This is an optimization exercise on Yosys and OpenROAD, whose aim is small area, not a production implementation. Only simulation tests tie the RTL to the original design; equivalence was not proved. Power is estimated from default activity; no workload was simulated.

lane 1:
==> flow/design.v (excerpt) <==
module Subtract(
	input wire n_rst,
	input wire clk,
	input wire signed [7:0] A,
	input wire signed [7:0] B,
	output wire signed [8:0] C,
	output wire signed [7:0] D,
	output wire signed [14:0] E,
	output wire signed [7:0] F
);
export LEC_CHECK = 0
export ABC_AREA = 1
export CAP_MARGIN = 20
export CORE_MARGIN = 2
export CORE_UTILIZATION = 60
export PLACE_DENSITY = 0.75
export SLEW_MARGIN = 20
create_clock -name core_clock -period 16.0 [get_ports {clk}]
standard.sh (not shown) runs the stock make flow with config.mk's settings and CLKGATE_MAP_FILE= SYNTH_SCRIPT=/design/flow/synth_recipe.tcl, a recipe that flattens the netlist after the stock synthesis.
==> flow/flow/run.sh <==
#!/bin/bash
# Standard layout (the standard.sh) with two changes to synthesis:
#  - ABC maps with the area script in flow/abc_area.script
#  - port buffers are buf_1 cells
#  - no full/half-adder cell extraction (ADDER_MAP_FILE empty), so ABC maps all logic
# The ORFS scripts are copied unchanged except for abc_area.script.
set -euo pipefail
cp -r "$FLOW_HOME/scripts" ./scripts_mod
cp flow/abc_area.script ./scripts_mod/abc_area.script
bash standard.sh SCRIPTS_DIR="$PWD/scripts_mod" ABC_AREA=1 ADDER_MAP_FILE= BUFFER_PORTS_ARGS="-buffer_cell sky130_fd_sc_hd__buf_1" finish > standard_flow.log 2>&1
==> flow/flow/abc_area.script <==
strash
&get -n
&deepsyn -T 30
&put
dch -f
amap
topo
stime -c
Lane 1 was carried through to the last stage, and its layout satisfied the timing, design-rule and antenna checks.
[inputs] lane 2 vs lane 1
diff --git a/flow/flow/run.sh b/flow/flow/run.sh
--- a/flow/flow/run.sh
+++ b/flow/flow/run.sh
@@ -4,2 +4,3 @@
 #  - port buffers are buf_1 cells
+#  - clock tree: clkbuf_4 buffers, larger sink clusters, no dummy loads
 #  - no full/half-adder cell extraction (ADDER_MAP_FILE empty), so ABC maps all logic
@@ -9,2 +10,2 @@
 cp flow/abc_area.script ./scripts_mod/abc_area.script
-bash standard.sh SCRIPTS_DIR="$PWD/scripts_mod" ABC_AREA=1 ADDER_MAP_FILE= BUFFER_PORTS_ARGS="-buffer_cell sky130_fd_sc_hd__buf_1" finish > standard_flow.log 2>&1
+bash standard.sh SCRIPTS_DIR="$PWD/scripts_mod" ABC_AREA=1 ADDER_MAP_FILE= BUFFER_PORTS_ARGS="-buffer_cell sky130_fd_sc_hd__buf_1" CTS_ARGS="-sink_clustering_enable -repair_clock_nets -buf_list sky130_fd_sc_hd__clkbuf_4 -dont_use_dummy_load -sink_clustering_size 20 -sink_clustering_max_diameter 200" finish > standard_flow.log 2>&1
[summary]
Lane 2: flow completed, timing, DRC and antenna clean
For the area fraction of clock buffers and clock inverters, lane 2 came in 0.96 points lower than lane 1 did.
Higher hold slack was reported by lane 1, not lane 2.
Per the comparison of lane 2 with lane 1, detailed-route via count stayed essentially flat, via count of the first global-routing pass fell by 12.
What lane 3 does differently from lane 2 at the input level:
==> flow/flow/run.sh <==
#!/bin/bash
# Standard layout (the standard.sh) with two changes to synthesis:
#  - ABC maps with the area script in flow/abc_area.script
#  - port buffers are buf_1 cells
#  - no full/half-adder cell extraction (ADDER_MAP_FILE empty), so ABC maps all logic
# The ORFS scripts are copied unchanged except for abc_area.script.
set -euo pipefail
cp -r "$FLOW_HOME/scripts" ./scripts_mod
cp flow/abc_area.script ./scripts_mod/abc_area.script
bash standard.sh SCRIPTS_DIR="$PWD/scripts_mod" ABC_AREA=1 ADDER_MAP_FILE= BUFFER_PORTS_ARGS="-buffer_cell sky130_fd_sc_hd__buf_1" finish > standard_flow.log 2>&1
==> flow/flow/abc_area.script <==
strash
dc2
dch -f
amap
strash
dch -f
amap
topo
stime -c
### Flow results
- Lane 3 ended with every stage complete and zero timing, DRC or antenna violations.
- The via count of lane 3 is higher than that of lane 2.
- Summary of the comparison: basic-gate share of the synthesized area counting and, or, nand and nor cells is higher in lane 3, relative to lane 2.
- Sequential cell area grows slightly when moving from lane 2 to lane 3.
- Relative to lane 2, placer congestion estimate has gone up in lane 3.
- Lane 3 ends up with higher height of the chip than lane 2 does.
- Post-detailed-placement half-perimeter wirelength is lower on lane 3
- Lane 3 against lane 2: power went up by about 7%, count of clock-buffer cells in the layout went up by 1.
- Area added between synthesis and finish, lane 3 and lane 2: smaller value in lane 2
- Delta (lane 3 minus lane 2): share of the clock period used by the worst path after layout lost 0.82 points; internal power component increased 21 uW.

========
the previous run:
Another version of the RTL of Subtract (not shown whole).
Size in the first run: ~16 flip-flops, about 58 I/O pins.
Design Subtract, start of the top module:
module Subtract(
	input wire n_rst,
	input wire clk,
	input wire signed [7:0] A,
	input wire signed [7:0] B,
	output wire signed [8:0] C,
	output wire signed [7:0] D,
	output wire signed [14:0] E,
	output wire signed [7:0] F
);
reg [7:0] a, b;
always@(posedge clk or negedge n_rst) begin
	if(!n_rst) begin
		a <= 8'd0;
		b <= 8'd0;
	end
	else begin
		a <= A;
		b <= B;
	end
end
wire s1;
assign s1 = a[0] ^ b[0];
wire c2;
assign c2 = a[0] & b[0];
wire s3;
assign s3 = a[1] ^ b[1] ^ c2;
wire c4;
assign c4 = (a[1] & b[1]) | (c2 & (a[1] ^ b[1]));
wire s5;
assign s5 = a[2] ^ b[2] ^ c4;
wire c6;
assign c6 = (a[2] & b[2]) | (c4 & (a[2] ^ b[2]));
wire s7;
assign s7 = a[3] ^ b[3] ^ c6;
wire c8;
assign c8 = (a[3] & b[3]) | (c6 & (a[3] ^ b[3]));
wire s9;
assign s9 = a[4] ^ b[4] ^ c8;
wire c10;
assign c10 = (a[4] & b[4]) | (c8 & (a[4] ^ b[4]));
wire s11;
assign s11 = a[5] ^ b[5] ^ c10;
wire c12;
assign c12 = (a[5] & b[5]) | (c10 & (a[5] ^ b[5]));
wire s13;
assign s13 = a[6] ^ b[6] ^ c12;
wire c14;
assign c14 = (a[6] & b[6]) | (c12 & (a[6] ^ b[6]));
wire s15;
assign s15 = a[7] ^ b[7] ^ c14;
wire c16;
assign c16 = (a[7] & b[7]) | (c14 & (a[7] ^ b[7]));
wire n17;
assign n17 = a[7] ^ b[7] ^ c16;
assign C = {n17, s15, s13, s11, s9, s7, s5, s3, s1};
wire n18;
assign n18 = ~b[0];
wire n19;
assign n19 = ~b[1];
wire n20;
assign n20 = ~b[2];
wire n21;
assign n21 = ~b[3];
wire n22;
assign n22 = ~b[4];
wire n23;
assign n23 = ~b[5];
wire n24;
assign n24 = ~b[6];
wire n25;
assign n25 = ~b[7];
wire s26;
assign s26 = a[0] ^ n18 ^ 1'b1;
wire c27;
assign c27 = (a[0] & n18) | (1'b1 & (a[0] ^ n18));
wire s28;
assign s28 = a[1] ^ n19 ^ c27;
wire c29;
assign c29 = (a[1] & n19) | (c27 & (a[1] ^ n19));
wire s30;
  ...
==> flow/config.mk <==
export PLATFORM = sky130hd
export DESIGN_NAME = Subtract
export DESIGN_NICKNAME = Subtract
export VERILOG_FILES = /design/flow/design.v
export SDC_FILE = /design/flow/constraint.sdc
export NUM_CORES = 4
export LEC_CHECK = 0
export ABC_AREA = 1
export CAP_MARGIN = 20
export CORE_MARGIN = 2
export CORE_UTILIZATION = 60
export PLACE_DENSITY = 0.75
export SLEW_MARGIN = 20
==> flow/constraint.sdc <==
create_clock -name core_clock -period 16.0 [get_ports {clk}]
set_input_delay 3.2000 -clock core_clock [delete_from_list [all_inputs] [get_ports {clk}]]
set_output_delay 3.2000 -clock core_clock [all_outputs]
set_load 0.01 [all_outputs]
==> flow/flow/run.sh <==
#!/bin/bash
# Standard layout (the standard.sh) with two changes to synthesis:
#  - ABC maps with the area script in flow/abc_area.script
#  - port buffers are buf_1 cells
#  - no full/half-adder cell extraction (ADDER_MAP_FILE empty), so ABC maps all logic
# The ORFS scripts are copied unchanged except for abc_area.script.
set -euo pipefail
cp -r "$FLOW_HOME/scripts" ./scripts_mod
cp flow/abc_area.script ./scripts_mod/abc_area.script
bash standard.sh SCRIPTS_DIR="$PWD/scripts_mod" ABC_AREA=1 ADDER_MAP_FILE= BUFFER_PORTS_ARGS="-buffer_cell sky130_fd_sc_hd__buf_1" finish > standard_flow.log 2>&1
==> flow/flow/abc_area.script <==
strash
dc2
dch -f
amap
strash
dch -f
amap
topo
stime -c
The previous run: no failed stages, no open violations at the end
The inputs of the current run differ from those of the previous run as listed below.
==> flow/run.sh (new file) <==
#!/bin/bash
# synth_recipe.tcl (not shown) runs the flow's synth.tcl, then flattens the netlist and writes it again
# the make line also repeats each setting of config.mk as NAME=value (left out here)
make -C /OpenROAD-flow-scripts/flow DESIGN_CONFIG=/design/flow/config.mk WORK_HOME=/design/flow/orfs CLKGATE_MAP_FILE= SYNTH_SCRIPT=/design/flow/synth_recipe.tcl finish
removed: flow/flow/run.sh
removed: flow/flow/abc_area.script
removed: flow/standard.sh
==> comparison <==
Re number of optimization iterations in the first detailed-route pass: no difference whatsoever between the current run and the previous run. The current run against the previous run: design area has increased; smallest hold slack has increased; final wirelength has decreased; total power has increased. Taking the previous run as the reference point, the violation count after the first detailed-route iteration of the current run falls by 14.

[port drivers added, routing unchanged]
The flow's constraints put no driver on any port. The routed layouts listed below were extracted and timed again, unchanged, in two steps.
Step 1, drivers: a clkbuf_16 drives clk and a buf_2 each remaining input, both assumed.
Step 2 times the ports against the registers' clock, not the clock port: input delays grow and output delays shrink by t, the midpoint of the rising clock arrivals with the driver on.
a / b / c = ideal ports / drivers / drivers and shift; a / b = the first two.
run	t, ns	setup WS [ns]	worst setup path at the end
lane 1	0.278	1.601 / 1.579 / 1.857	register to output
lane 2	0.322	1.516 / 1.496 / 1.818	register to output
lane 3	0.255	1.647 / 1.630 / 1.885	register to output
the previous run	0.260	0.972 / 0.954 / 1.214	register to output
the current run	0.290	0.660 / 0.632 / 0.922	register to output
After both steps every run listed still meets setup and hold.
